Background: an optimization exercise with open tools, aiming at small area, a short achievable clock period and few clock cycles. Do not read the settings as production practice.
Function was not checked in any run shown here: the RTL went through the layout flow alone.

File: design.v
module Next_addr (md, a, b, start, sv0, sv2, sb, addr);
input [17:0] md, a, b;
input start, sv0, sv2, sb;
output [17:0] addr;
wire useb = sb || (sv2 && md[2:0] != 3'd0);
wire [17:0] m = sv0 ? md : useb ? b : a;
assign addr = start ? 18'd0 : m;
endmodule
module Stack (clk, sen, ren, wen, sd, rd, wd, si, ri, wi, so, ro, wo, rnz);
input clk;
input [7:1] sen, ren, wen;      
input [17:0] sd;
input [1:0] rd;
input [14:0] wd;
input [2:0] si, ri, wi;         
output reg [17:0] so;
output reg [1:0] ro;
output reg [14:0] wo;
output [7:1] rnz;               
reg [18*7-1:0] S;
reg [2*7-1:0] R;
reg [15*7-1:0] W;
integer l;
always @(posedge clk)
  for (l = 1; l <= 7; l = l + 1) begin
    if (sen[l]) S[18*(l-1) +: 18] <= sd;
    if (ren[l]) R[2*(l-1) +: 2] <= rd;
    if (wen[l]) W[15*(l-1) +: 15] <= wd;
  end
always @* begin
  case (si)
    3'd2: so = S[18*1 +: 18];
    3'd3: so = S[18*2 +: 18];
    3'd4: so = S[18*3 +: 18];
    3'd5: so = S[18*4 +: 18];
    3'd6: so = S[18*5 +: 18];
    3'd7: so = S[18*6 +: 18];
    default: so = S[17:0];
  endcase
  case (ri)
    3'd2: ro = R[2*1 +: 2];
    3'd3: ro = R[2*2 +: 2];
    3'd4: ro = R[2*3 +: 2];
    3'd5: ro = R[2*4 +: 2];
    3'd6: ro = R[2*5 +: 2];
    3'd7: ro = R[2*6 +: 2];
    default: ro = R[1:0];
  endcase
  case (wi)
    3'd2: wo = W[15*1 +: 15];
    3'd3: wo = W[15*2 +: 15];
    3'd4: wo = W[15*3 +: 15];
    3'd5: wo = W[15*4 +: 15];
    3'd6: wo = W[15*5 +: 15];
    3'd7: wo = W[15*6 +: 15];
    default: wo = W[14:0];
  endcase
end
genvar g;
generate for (g = 1; g <= 7; g = g + 1) begin : nz
  assign rnz[g] = (R[2*(g-1) +: 2] != 2'd0);
end endgenerate
endmodule
module Top_lvl (clk,start,mem_addr,mem_data,MIN_WEIGHT,MIN_PATH_NODES,donee);
input clk,start;
output [17:0] mem_addr;
input [17:0] mem_data;
output [14:0] MIN_WEIGHT;
output [17:0] MIN_PATH_NODES;  
output reg donee;
localparam V0=3'd0, V1=3'd1, V2=3'd2, WK=3'd3, DN=3'd4, FIN=3'd5, V1B=3'd6, WK2=3'd7;
reg [2:0] st;
reg [3:0] d;             
reg [17:0] x;            
reg [17:0] xa;           
reg [14:0] bud;          
reg pr;                  
reg [14:0] wmin;         
reg [17:0] best;         
reg [3:0] bd;            
reg [2:0] T;             
reg tv;                  
reg [17:0] na;           
wire v1 = (st == V1), v2 = (st == V2), wk = (st == WK);
wire [11:0] w = mem_data[11:0];
wire [2:0] nc = mem_data[2:0];
wire prune = (bud[14:12] == 3'd0) && (w >= bud[11:0]);
wire guess = (bud[14:11] == 4'd0);      
wire d8 = d[3];                         
wire nc0 = (nc == 3'd0);
wire fin = (v1 && (d8 || (guess && prune))) || (v2 && (pr || nc0));    
wire leaf = (v1 && d8 && !prune) || (v2 && !pr && nc0);              
wire over = (fin && !tv && !leaf) || (st == FIN);    
wire push = v2 && !pr && !nc0;
wire adv = fin && tv;                   
wire [2:0] bdm1 = bd[2:0] - 3'd1;       
wire [2:0] dm1 = d[2:0] - 3'd1;         
wire [17:0] sr;
wire [1:0] RT;
wire [14:0] Wp;
wire [7:1] rnz;
wire [17:0] nx1 = sr + 18'd1;           
wire [14:0] wq = wmin - ((st == V0) ? Wp : bud);    
wire [14:0] wx = wq + {3'b000, w};      
wire [17:0] sd = wk ? mem_data : push ? xa : tv ? nx1 : best;
wire [1:0] rd = push ? nc[1:0] - 2'd1 : RT - 2'd1;
reg [7:1] sen, ren, wen;
integer l;
always @* begin
  for (l = 1; l <= 7; l = l + 1) begin
    wen[l] = push && d[2:0] == l;
    ren[l] = wen[l] || (adv && T == l);
    sen[l] = ren[l] || (over && bd >= 4'd2 && bdm1 == l) || (wk && dm1 == l);
  end
end
Stack stk (.clk(clk), .sen(sen), .ren(ren), .wen(wen), .sd(sd), .rd(rd), .wd(wq),
  .si(T), .ri(T), .wi(dm1), .so(sr), .ro(RT), .wo(Wp), .rnz(rnz));
reg tv2;
reg [2:0] T2;
always @* begin
  tv2 = 1'b0; T2 = 3'd1;
  for (l = 1; l <= 7; l = l + 1)
    if (l < T && rnz[l]) begin tv2 = 1'b1; T2 = l; end
end
wire rx = (st == V1B) || (st == WK2) || (v1 && !(guess || d8));
Next_addr nad (.md(mem_data), .a((st == FIN) ? best + 18'd1 : na), .b(xa), .start(start),
  .sv0(st == V0), .sv2(v2 && !pr), .sb(rx), .addr(mem_addr));
assign MIN_WEIGHT = wmin;
assign MIN_PATH_NODES = (st != DN || d == 4'd1) ? 18'd0 : (d > bd) ? 18'h3FFFF : sr;
always @(posedge clk) begin
  if (start) begin
    st <= V1; d <= 4'd1; x <= 18'd0; xa <= 18'd2;
    bud <= 15'h7FFF; wmin <= 15'h7FFF; donee <= 1'b0; tv <= 1'b0;
  end else begin
    case (st)
      V0: begin
        x <= mem_data;
        na <= tv ? nx1 : best + 18'd1;
        bud <= wq;
        st <= V1;
      end
      V1: begin
        bud <= bud - {3'b000, w};
        pr <= prune;
        st <= (guess && !prune) ? V1B : V2;
      end
      V1B: begin
        pr <= 1'b0;
        st <= V2;
      end
      V2: if (push) begin
        d <= d + 4'd1;
        st <= V0;
        if (nc[2:1] != 2'b00) begin T <= d[2:0]; tv <= 1'b1; end
      end
      WK: begin
        d <= d - 4'd1;
        st <= WK2;
        if (d == 4'd2) begin st <= DN; d <= 4'd2; T <= 3'd1; end
      end
      WK2: begin
        st <= WK;
        if (d == 4'd2) donee <= 1'b1;
      end
      DN: begin
        if (d <= 4'd8) d <= d + 4'd1;
        T <= T + 3'd1;
      end
      default: ;
    endcase
    if (st == V0 || wk) xa <= mem_data + {16'd0, st == V0, wk};
    else if (rx) xa <= xa + 18'd1;
    if (leaf) begin wmin <= v1 ? wx : wq; best <= x; bd <= d; end
    if (fin) begin
      if (tv) begin
        d <= {1'b0, T} + 4'd1;
        st <= V0;
        if (RT == 2'd1) begin T <= T2; tv <= tv2; end
      end else if (leaf) st <= FIN;
    end
    if (over) begin
      d <= bd - 4'd1;
      if (bd >= 4'd3) begin
        st <= WK;
        if (bd == 4'd3) donee <= 1'b1;
      end else begin
        st <= DN; donee <= 1'b1; d <= 4'd1; T <= 3'd0;
      end
    end
  end
end
endmodule  
File: run.sh
#!/bin/bash
# synth_recipe.tcl (not shown) runs the flow's synth.tcl, then flattens the netlist and writes it again
# the make line also repeats each setting of config.mk as NAME=value (left out here)
make -C /OpenROAD-flow-scripts/flow DESIGN_CONFIG=/design/flow/config.mk WORK_HOME=/design/flow/orfs CLKGATE_MAP_FILE= SYNTH_SCRIPT=/design/flow/synth_recipe.tcl finish
File: config.mk
export PLATFORM = sky130hd
export DESIGN_NAME = Top_lvl
export DESIGN_NICKNAME = Top_lvl
export VERILOG_FILES = /design/flow/design.v
export SDC_FILE = /design/flow/constraint.sdc
export NUM_CORES = 4
export LEC_CHECK = 0
export CAP_MARGIN = 20
export CORE_MARGIN = 2
export CORE_UTILIZATION = 40
export SETUP_SLACK_MARGIN = 2.5
export SLEW_MARGIN = 20
File: constraint.sdc
create_clock -name core_clock -period 7.5 [get_ports {clk}]
set_input_delay 1.5000 -clock core_clock [delete_from_list [all_inputs] [get_ports {clk}]]
set_output_delay 1.5000 -clock core_clock [all_outputs]
set_load 0.01 [all_outputs]
==> impl_metrics.csv, run 1 <==
group,metric,value,unit
run_status,outcome,"complete, no violations",
detailed_routing,antenna_left,0,
detailed_routing,wl,65.2,mm
layout,stdcell_count,2611,
place,dp_cells,2467,
yosys,ys_warn_count,2,
setup_path,worstPathArrival,3.53,ns
global_routing,grt_pass1_vias,15301,
yosys,synth_area_leaders,"edfxtp_1 (44%), dfxtp_1 (7.7%), ha_1 (5.4%)",
layout,drive_above_1_share,0.183,
clock_tree,numCtsBuffers,41,
clock_tree,h-tree-depth,2,
detailed_routing,drt_iter0_drc,1660,
detailed_routing,drt_pass1_iterations,9,
setup_path,cp-start-kind,"input port",
place,routabilityCongestion,0.903,
min_path,hp-class,"register to register",
detailed_routing,post_drt_wl_per_cell,25.0,um
layout,nets,2066,
setup_path,critical_path.max_fanout,4,
global_routing,grt-ovfl-total,0,
yosys,synth_area_per_cell,10.7,um^2
timing,slew_headroom,0.246,
clock_tree,cts_num_sinks,364,
clock_tree,clockBufferDepth,3,
yosys,post_synth_instance_area,0.0195,mm^2
floorplan,floorplan.initialDensity,0.403,
timing,finalCritPeriodShare,0.670,
place,io_buffer_count,71,
layout,num_antenna_cells,0,
setup_path,critPathKind,"input port to output pin",
floorplan,num_rows,81,
global_routing,grt_pass1_wl,96.3,mm
layout,num-fill-cells,4337,
floorplan,core,0.0485,mm^2
timing,rsz0062_at_grt,"true",
setup_path,required,6.00,ns
timing,worst_pin_slew,1.13,ns
global_routing,antenna_found_initial,0,
yosys,ys_seq_elements,364,
layout,ff_latch_area,0.0102,mm^2
yosys,synth_cells,1832,
clock_tree,clkLatencyLatePin,0.59,ns
clock_tree,cts_root_buf,"clkbuf_16",
yosys,ys_async_sr_fraction,0,
floorplan,io_pins,72,
floorplan,die_area,0.0506,mm^2
timing,fin_skew,0.0279,ns
yosys,seq_area_frac_synth,0.521,
yosys,synth_cell_types,78,
timing,tns,0,ns
layout,multi_input_area,0.00944,mm^2
yosys,synth_top_area_share,0.444,
yosys,syn-num-nets,1941,
timing,fmax,199,MHz
timing,hold_viol_final,0,
global_routing,grt_max_degree,61,
run,maxCapViolations,0,
global_routing,track_usage,0.252,
detailed_routing,dr_total_vias,16055,
yosys,synth_top_cell_by_area,"edfxtp_1",
detailed_routing,drc,0,
floorplan,die_w,225,um
yosys,synth.most_common_cell,"edfxtp_1",
yosys,yosys-top-cells-count,"edfxtp_1 (289), nor2_1 (148), nand2_1 (147), a21oi_1 (143), clkbuf_1 (88)",
timing,whs,0.430,ns
setup_path,cp-end-kind,"output pin",
layout,area_delta_synth_final,21.8,%
yosys,synth-edff-count,289,
timing,final_max_slew_viol_count,0,
detailed_routing,vias_per_cell,6.15,
clock_tree,tritoncts,"done",
place,dp_hpwl,42.2,mm
timing,setup_violations,0,
yosys,ys.flop_type,"edfxtp_1",
setup_path,r2r_slack,2.65,ns
timing,fin_crit,5.03,ns
clock_tree,clkSlewWorstSetupHoldPaths,0.06,ns
floorplan,die_y,225,um
==> area by class of cell <==
type / instances / share of cell area
clock buffer: 49 / 0.0444
inverter: 71 / 0.0115
sequential: 364 / 0.428
multi-input combinational: 1285 / 0.397
timing repair buffer: 194 / 0.0744
tap: 622 / 0.0327
clock inverter: 26 / 0.0123
==> path summary, 6_finish.rpt <==
| kind | startpoint | endpoint | depth (start not counted) |
|---|---|---|---|
| min reg2reg | x[9] | best[9] | 0 |
| max reg2reg | d[0] | wmin[14] | 21 |
| max | mem_data[1] | mem_addr[11] | 14 |
| min | x[9] | best[9] | 0 |
==> cells in the final DEF, fill, tap and decap left out, types with 12 or more instances in the layout <==
cell,instances
nand2_1,144
a31oi_1,24
clkdlybuf4s50_1,29
a211oi_2,14
edfxtp_1,289
a21o_1,16
a222oi_1,22
a22oi_1,36
o21a_1,17
mux2_2,18
mux2i_1,16
clkbuf_16,42
nor2_1,143
dfxtp_1,72
and3b_1,24
and3_1,18
o21ai_0,68
buf_4,102
dlygate4sd2_1,15
nor3_1,35
buf_2,20
inv_1,61
nor2b_1,12
a211oi_1,56
xor2_1,31
a21oi_2,17
ha_1,71
a21oi_1,127
nand3_1,36
xnor2_1,51
a221oi_1,15
o211ai_1,33
==> registers in the layout, indices dropped and copies added, names as in the netlist <==
name and cells:
stk.S 126, stk.W 105, best 18, na 18, x 18, xa 18, bud 15, wmin 15
stk.R 14, bd 4, d 4, T 3, st 3, donee 1, pr 1, tv 1
==> critical path, stage by stage <==
cell and delay, ns:
buf_6 0.07, buf_6 0.09, inv_2 0.03, buf_6 0.12, ha_4 0.14, nor2b_4 0.12, or4_4 0.44, nand2b_4 0.13
buf_12 0.13, buf_12 0.10, buf_16 0.12, a211oi_4 0.06, a211oi_2 0.29, buf_2 0.18
==> through the flow <==
stage	instance area [um^2]	util	setup WS (ns)
after CTS	23400	0.482	2.41
after floorplan	19700	-	2.50
after detailed placement	21100	0.434	0.960
final	23800	0.490	2.47
after global routing	23800	0.490	2.41
after global placement	21100	0.434	1.12
==> metal layers <==
layer	vias to the layer above	wire length (um)	global-route usage	share of wire
met5	-	0	0	0
met4	0	2150	0.0822	0.033
met3	140	5040	0.0381	0.077
met2	754	29700	0.399	0.46
met1	7946	28300	0.356	0.43
li1	7215	-	-	-
==> logic make-up (layout without fill, tap and decap cells) <==
family | count (synthesis) | in the layout | synth area share
AO/OA/AOI/OAI | 577 | 577 | 0.202
XOR/XNOR | 90 | 90 | 0.0403
adder cells (fa/ha/maj) | 89 | 89 | 0.0585
buffers and inverters | 183 | 340 | 0.0380
flip-flops | 364 | 364 | 0.521
multiplexers | 34 | 34 | 0.0186
AND/OR/NAND/NOR | 495 | 495 | 0.122
==> what timing repair did <==
item / CTS / global route
gates resized for setup: 214 / 63
hold buffers: 0 / 0
pin swaps: 38 / 37
buffers inserted: 52 / 10
setup endpoints to repair: 276 / 114
cloned: 5 / 1
==> inputs of run 2 (changes only) <==
--- a/config.mk
+++ b/config.mk
@@ -11,2 +11,4 @@
 export SETUP_SLACK_MARGIN = 2.5
 export SLEW_MARGIN = 20
+export SYNTH_HIERARCHICAL = 1
+export SYNTH_MINIMUM_KEEP_SIZE = 0
==> impl_metrics.csv, run 2 <==
group,metric,value,unit
floorplan,die_y,228,um
timing,rsz0062_at_grt,"true",
layout,layout_commonest_cell,"edfxtp_1",
yosys,ys_warn_count,8,
yosys,syn-num-nets,1963,
clock_tree,cts_root_buf,"clkbuf_16",
clock_tree,numCtsBuffers,40,
setup_path,worstSetupStartpoint,"d[1]",
global_routing,antenna_found_initial,0,
setup_path,r2r_start,"d[1]",
floorplan,floorplan.initialDensity,0.403,
floorplan,die_w,228,um
setup_path,r2r_slack,2.52,ns
clock_tree,tritoncts,"done",
clock_tree,clkSlewWorstSetupHoldPaths,0.07,ns
setup_path,required,7.94,ns
timing,final_max_slew_viol_count,0,
setup_path,critical_path.max_fanout,5,
global_routing,gr-usage-met2,0.344,
layout,num_antenna_cells,0,
layout,nets,2056,
detailed_routing,drt_pass1_iterations,5,
global_routing,grt-ovfl-total,0,
min_path,hp-class,"register to register",
layout,post-route-util,0.475,
detailed_routing,dr_total_vias,15600,
yosys,synth_area_per_cell,10.9,um^2
global_routing,grt_max_degree,61,
detailed_routing,drt_iter0_drc,1458,
floorplan,io_pins,72,
yosys,synth_cells,1855,
timing,finalCritPeriodShare,0.664,
global_routing,use_met1,0.321,
place,routabilityCongestion,0.877,
place,io_buffer_count,71,
clock_tree,clkLatencyLatePin,0.59,ns
floorplan,die_area,0.0522,mm^2
layout,multi_input_area,0.00962,mm^2
global_routing,track_usage,0.225,
floorplan,num_rows,82,
timing,setup_violations,0,
detailed_routing,post_drt_wl_per_cell,22.7,um
timing,tns,0,ns
layout,top_regs,"stk.S x126, stk.W x105",
timing,fin_crit,4.98,ns
global_routing,grt_pass1_wl,90.2,mm
clock_tree,cts_num_sinks,364,
layout,area_delta_synth_final,17.9,%
setup_path,timing.rr.end,"wmin[13]",
layout,final_cell_mix,"edfxtp_1 (289), nand2_1 (142), a21oi_1 (129)",
layout,ff_latch_area,0.0102,mm^2
clock_tree,h-tree-depth,2,
setup_path,critical-path-slowest-cell,"dfxtp_4",
setup_path,rr_worst_depth,24,
layout,top_register,"stk.S",
min_path,hp-start,"x[3]",
detailed_routing,wl,60.2,mm
setup_path,cp_slowest_stage_delay,0.37,ns
timing,fin_skew,0.0402,ns
setup_path,cp-start-kind,"register",
layout,drive_above_1_share,0.148,
detailed_routing,antenna_left,0,
layout,largest_reg_flops,126,
detailed_routing,vias_per_cell,5.89,
global_routing,grt_pass1_vias,14731,
timing,hold_viol_final,0,
place,dp_hpwl,40.5,mm
setup_path,cp-end-kind,"register",
run,maxCapViolations,0,
timing,whs,0.426,ns
run_status,outcome,"complete, no violations",
yosys,post_synth_instance_area,0.0201,mm^2
floorplan,core,0.0500,mm^2
timing,fmax,201,MHz
layout,num-fill-cells,4552,
timing,slew_headroom,0.318,
detailed_routing,drc,0,
clock_tree,hold_buffers,0,
setup_path,critPathKind,"register to register",
setup_path,worstPathArrival,5.42,ns
global_routing,grt.busiest_layer,"met2",
setup_path,crit_chain,"clkinvlp_4, ha_4, clkinvlp_4, buf_12, and2_4, a32o_1, o32a_1, mux2i_1, ha_1, buf_6, o21a_1, o31a_1, nor2_2, nor2_2, a21oi_4, xnor2_4, ha_4, and2_4, a311oi_4, a21oi_2, a211o_1, nand3_2, xor2_1, o211ai_1",
timing,worst_pin_slew,1.02,ns
global_routing,met3_usage,0.0383,
setup_path,critPathCapture,"wmin[13]",
clock_tree,clockBufferDepth,3,
## run 2: layout make-up
cell class              instances  share of cell area
inverters                      81              0.0139
flip-flops and latches        364               0.429
well taps                     672              0.0354
repair buffers                159              0.0611
multi-input cells            1302               0.405
clock buffers                  46              0.0431
clock inverters                24              0.0122
## run 2: layer usage
layer	vias to the layer above	part of all wire
met3	103	0.080
li1	7203	-
met1	7644	0.44
met4	0	0.035
met5	-	0
met2	650	0.45
## run 2: how the worst min path moves through the flow
stage / to / slack (ns) / depth (start not counted)
floorplan: best[0] / 0.41 / 0
global placement: best[11] / 0.41 / 0
detailed placement: best[10] / 0.41 / 0
CTS: best[4] / 0.43 / 0
global route: best[2] / 0.44 / 0
finish: best[3] / 0.43 / 0
## run 2: through the flow
step	instance area, um^2	instances	setup slack [ns]
floorplan	20200	1855	2.50
global placement	21500	2530	1.35
detailed placement	21500	2530	1.22
CTS	23300	2634	2.35
global route	23700	2648	2.35
finish	23700	2648	2.52
## run 2: critical path, delay by kind of cell, from the launching register on
family	cells	cell delay [ns]
AOI/OAI and AO/OA	9	1.87
adders and majority gates	3	0.88
and+or+nand+nor	5	0.65
buffers and inverters	4	0.53
DFF	1	0.37
xor gates and xnor gates	2	0.33
muxes	1	0.17
## run 2: repair_timing
item,4_1_cts,5_1_grt
resized for setup,69,65
setup buffers,33,14
cloned,1,0
endpoints found under the setup margin,136,142
pin swaps,24,37

## separate check: timing with driven ports
No port has a modelled driver above. Below, the same layouts with a new extraction and two added sets of constraints. Step 1 assumes that a clkbuf_16 drives the clock port and a buf_2 every other input. Step 2 moves the port delays by t, midway between the first and last clock arrival at a register: inputs arrive t later, outputs are due t later. That takes back most of the time a late clock gives input paths. a / b / c = no drivers / after step 1 / after step 2; a / b = the first two.
run | t, ns | slack for setup (ns) | worst setup path at the end | cell pins on the clock port's net
run 1 | 0.635 | 2.472 / 2.422 / 2.037 | input to register | 1
run 2 | 0.631 | 2.524 / 2.524 / 2.148 | input to register | 1
After both steps every run listed still meets setup and hold. The setup slack of run 1, which loses most, moves by -0.050 ns with the drivers and by -0.435 ns with both steps.
